Source: an optimization exercise on an open RTL-to-GDS flow (aim: small area, a short achievable clock period and few clock cycles per item). Production flows keep margins and buffers that such runs may drop. Where RTL was checked, it was by simulation tests only, not by an equivalence proof against the original. Power is estimated from default activity; no workload was simulated.

==> module non_rest, before the edit <==
module non_rest #(parameter n=16, s=16) (output wire [s-1:0] QUOTIENT, REMAINDER, output wire done,
    input wire [n-1:0] x, y, input wire clk, reset, start);
    reg [15:0] Q, R, M;    
    reg [17:0] M3;         
    reg [2:0]  cnt;        
    reg        fin;
    assign QUOTIENT  = Q;
    assign REMAINDER = R;
    assign done      = fin;
    wire busy = |cnt;
    wire [17:0] U  = {R, Q[15:14]};
    wire [18:0] D1 = {1'b0, U} - {3'd0, M};
    wire [18:0] D2 = {1'b0, U} - {2'd0, M, 1'b0};
    wire [18:0] D3 = {1'b0, U} - {1'b0, M3};
    wire ge1 = ~D1[18], ge2 = ~D2[18], ge3 = ~D3[18];
    wire [1:0]  qd = ge3 ? 2'd3 : ge2 ? 2'd2 : ge1 ? 2'd1 : 2'd0;
    wire [15:0] rn = ge3 ? D3[15:0] : ge2 ? D2[15:0] : ge1 ? D1[15:0] : U[15:0];
    wire       ysm = ~|y[15:2];
    wire [2:0] t1  = {2'd0, x[15]};
    wire       a1  = ysm & (t1 >= {1'b0, y[1:0]});
    wire [1:0] r1  = a1 ? t1[1:0] - y[1:0] : t1[1:0];
    wire [2:0] t2  = {r1, x[14]};
    wire       a2  = ysm & (t2 >= {1'b0, y[1:0]});
    wire [1:0] r2  = a2 ? t2[1:0] - y[1:0] : t2[1:0];
    wire c12 = |y[15:12];
    wire c8  = |y[15:8];
    wire c4  = |y[15:4];
    always @(posedge clk, posedge reset)
        if (reset) begin
            cnt <= 3'd0; fin <= 1'b0;
        end else if (start) begin
            cnt <= c12 ? 3'd2 : c8 ? 3'd4 : c4 ? 3'd6 : 3'd7;
            fin <= 1'b0;
        end else if (busy) begin
            cnt <= cnt - 3'd1;
            if (cnt == 3'd1) fin <= 1'b1;
        end
    always @(posedge clk)
        if (start) begin
            M  <= y;
            M3 <= {2'd0, y} + {1'b0, y, 1'b0};
            if (c12)     begin R <= {4'd0, x[15:4]};   Q <= {x[3:0], 12'd0};  end
            else if (c8) begin R <= {8'd0, x[15:8]};   Q <= {x[7:0], 8'd0};   end
            else if (c4) begin R <= {12'd0, x[15:12]}; Q <= {x[11:0], 4'd0};  end
            else         begin R <= {14'd0, r2};       Q <= {x[13:0], a1, a2}; end
        end else if (busy) begin
            R <= rn;
            Q <= {Q[13:0], qd};
        end
endmodule
==> flow/config.mk <==
export PLATFORM = sky130hd
export DESIGN_NAME = non_rest
export DESIGN_NICKNAME = non_rest
export VERILOG_FILES = /design/flow/design.v
export SDC_FILE = /design/flow/constraint.sdc
export NUM_CORES = 4
export LEC_CHECK = 0
export CAP_MARGIN = 20
export CORE_MARGIN = 2
export CORE_UTILIZATION = 40
export SETUP_SLACK_MARGIN = 3.5
export SLEW_MARGIN = 20
==> flow/constraint.sdc <==
create_clock -name core_clock -period 6.0 [get_ports {clk}]
set_input_delay 1.2000 -clock core_clock [delete_from_list [all_inputs] [get_ports {clk}]]
set_output_delay 1.2000 -clock core_clock [all_outputs]
set_load 0.01 [all_outputs]
standard.sh (not shown) runs the stock make flow with config.mk's settings and CLKGATE_MAP_FILE= SYNTH_SCRIPT=/design/flow/synth_recipe.tcl, a recipe that flattens the netlist after the stock synthesis.
==> flow/flow/run.sh <==
#!/bin/bash
# Standard layout, with the port buffers made from buf_1 cells instead of the
# default choice; the resizer still upsizes any of them that timing needs.
set -euo pipefail
bash standard.sh "BUFFER_PORTS_ARGS=-buffer_cell sky130_fd_sc_hd__buf_1" finish > orfs_make.log 2>&1
Change:
==> flow/design.v (replaced) <==
module non_rest #(parameter n=16, s=16) (output wire [s-1:0] QUOTIENT, REMAINDER, output wire done,
    input wire [n-1:0] x, y, input wire clk, reset, start);
    reg [15:0] Q, R, M;
    reg [3:0]  cnt;
    reg        fin;
    assign QUOTIENT  = Q;
    assign REMAINDER = R;
    assign done      = fin;
    wire        busy = |cnt;
    wire [16:0] T    = {R, Q[15]};
    wire [17:0] D    = {1'b0, T} - {2'b0, M};
    wire        qb   = ~D[17];
    wire y_le1 = ~|y[15:1];
    wire q0    = y_le1 & (~y[0] | x[15]);
    wire r0    = x[15] & ~(y_le1 & y[0]);
    always @(posedge clk, posedge reset)
        if (reset) begin
            cnt <= 4'd0; fin <= 1'b0;
        end else if (start) begin
            cnt <= 4'd15; fin <= 1'b0;
        end else if (busy) begin
            cnt <= cnt - 4'd1;
            if (cnt == 4'd1) fin <= 1'b1;
        end
    always @(posedge clk)
        if (start) begin
            M <= y;
            R <= {15'd0, r0};
            Q <= {x[14:0], q0};
        end else if (busy) begin
            R <= qb ? D[15:0] : T[15:0];
            Q <= {Q[14:0], qb};
        end
endmodule
Result: Count of clock-buffer cells in the layout went down by 3; worst setup slack gains 1.2 ns; via count came out lower by 59%; final cell count falls by 56%; wire length came out lower by 65%; utilization drops by 10 points; combinational power drops by 89%; register-to-register slack gets better by 0.57 ns; synthesized area went down by 51%; cell area decreases by 60%; total power fell by 78%.
Function was not checked in any run of this note: the RTL went through the layout flow alone.

========
non_rest, a different RTL version from the one above (not shown whole).
Size in the first run: roughly 320 cells after synthesis, ~53 flip-flops, ~68 I/O pins.
==> module non_rest, before the edit <==
module non_rest #(parameter n=16, s=16) (output wire [s-1:0] QUOTIENT, REMAINDER, output wire done,
    input wire [n-1:0] x, y, input wire clk, reset, start);
    reg [15:0] Q, R, M;    
    reg [3:0]  cnt;        
    reg        fin;
    assign QUOTIENT  = Q;
    assign REMAINDER = R;
    assign done      = fin;
    wire        busy = |cnt;
    wire [16:0] T    = {R, Q[15]};
    wire [17:0] D    = {1'b0, T} - {2'b0, M};
    wire        qb   = ~D[17];
    wire y_le1 = ~|y[15:1];
    wire q0    = y_le1 & (~y[0] | x[15]);
    wire r0    = x[15] & ~(y_le1 & y[0]);
    wire c10 = |y[15:10];
    wire c5 = |y[15:5];
    always @(posedge clk, posedge reset)
        if (reset) begin
            cnt <= 4'd0; fin <= 1'b0;
        end else if (start) begin
            if (c10) begin cnt <= 4'd6; fin <= 1'b0; end
            else if (c5) begin cnt <= 4'd11; fin <= 1'b0; end
            else begin cnt <= 4'd15; fin <= 1'b0; end
        end else if (busy) begin
            cnt <= cnt - 4'd1;
            if (cnt == 4'd1) fin <= 1'b1;
        end
    always @(posedge clk)
        if (start) begin
            if (c10) begin R <= {6'd0, x[15:6]}; Q <= {x[5:0], 10'd0}; end
            else if (c5) begin R <= {11'd0, x[15:11]}; Q <= {x[10:0], 5'd0}; end
            else begin R <= {15'd0, r0}; Q <= {x[14:0], q0}; end
        end else if (busy) begin
            R <= qb ? D[15:0] : T[15:0];
            Q <= {Q[14:0], qb};
        end
    always @(posedge clk)
        if (!busy) M <= y;
endmodule
clock: 6.0 ns
lec_check: 0
cap_margin: 20
core_margin: 2
core_utilization: 50
setup_slack_margin: 3.5
slew_margin: 20
Scripts as last shown in full above: flow/flow/run.sh
Then changed:
--- a/flow/design.v
+++ b/flow/design.v
@@ -11,27 +11,30 @@
     wire [17:0] D    = {1'b0, T} - {2'b0, M};
     wire        qb   = ~D[17];
     wire y_le1 = ~|y[15:1];
     wire q0    = y_le1 & (~y[0] | x[15]);
     wire r0    = x[15] & ~(y_le1 & y[0]);
-    wire c10 = |y[15:10];
-    wire c5 = |y[15:5];
+    wire c12 = |y[15:12];
+    wire c8 = |y[15:8];
+    wire c4 = |y[15:4];
     always @(posedge clk, posedge reset)
         if (reset) begin
             cnt <= 4'd0; fin <= 1'b0;
         end else if (start) begin
-            if (c10) begin cnt <= 4'd6; fin <= 1'b0; end
-            else if (c5) begin cnt <= 4'd11; fin <= 1'b0; end
+            if (c12) begin cnt <= 4'd4; fin <= 1'b0; end
+            else if (c8) begin cnt <= 4'd8; fin <= 1'b0; end
+            else if (c4) begin cnt <= 4'd12; fin <= 1'b0; end
             else begin cnt <= 4'd15; fin <= 1'b0; end
         end else if (busy) begin
             cnt <= cnt - 4'd1;
             if (cnt == 4'd1) fin <= 1'b1;
         end
     always @(posedge clk)
         if (start) begin
-            if (c10) begin R <= {6'd0, x[15:6]}; Q <= {x[5:0], 10'd0}; end
-            else if (c5) begin R <= {11'd0, x[15:11]}; Q <= {x[10:0], 5'd0}; end
+            if (c12) begin R <= {4'd0, x[15:4]}; Q <= {x[3:0], 12'd0}; end
+            else if (c8) begin R <= {8'd0, x[15:8]}; Q <= {x[7:0], 8'd0}; end
+            else if (c4) begin R <= {12'd0, x[15:12]}; Q <= {x[11:0], 4'd0}; end
             else begin R <= {15'd0, r0}; Q <= {x[14:0], q0}; end
         end else if (busy) begin
             R <= qb ? D[15:0] : T[15:0];
             Q <= {Q[14:0], qb};
         end
Effect: Global-route usage goes down by 1.4 points. Register-to-register slack is better by 0.12 ns. Cell count goes down by 3.2%. Cell area goes down by about 8%. Hold slack is better by 0.0056 ns. Critical path depth goes down by 2.
Testbench counts after the change, summed over its fixed seeds: cycles 18,501, divisions 1,600.
Function not checked in the first run of this note: the RTL went through the layout flow alone.

afterwards: timing with drivers on the ports:
In the flow no input, the clock included, has a driving cell. The finished layouts below were timed again as built, in two steps.
Step 1, drivers: a clkbuf_16 drives clk and a buf_2 each remaining input, both assumed.
Step 2 adds t to the input delays and takes it off the output delays; t is the mean of the earliest and latest rising clock arrival at the registers after step 1. Input paths then give back, and output paths get back, about the clock's delay inside the block.
Three values: ideal ports, drivers, drivers and shift; two values: the first two.
| run | t, ns | setup slack, ns | worst hold slack (ns) |
|---|---|---|---|
| the first run of note 1 | 0.374 | 2.409 / 2.400 / 2.026 | 0.503 / 0.503 / 0.503 |
| the second run of note 1 | 0.337 | 3.635 / 3.635 / 3.354 | 0.509 / 0.509 / 0.509 |
| the first run of note 2 | 0.334 | 3.343 / 3.329 / 2.995 | 0.519 / 0.519 / 0.519 |
| the second run of note 2 | 0.328 | 3.522 / 3.533 / 3.206 | 0.524 / 0.524 / 0.524 |
After both steps every run listed still meets setup and hold. The setup slack of the first run of note 1, which loses most, moves by -0.009 ns with the drivers and by -0.383 ns with both steps.
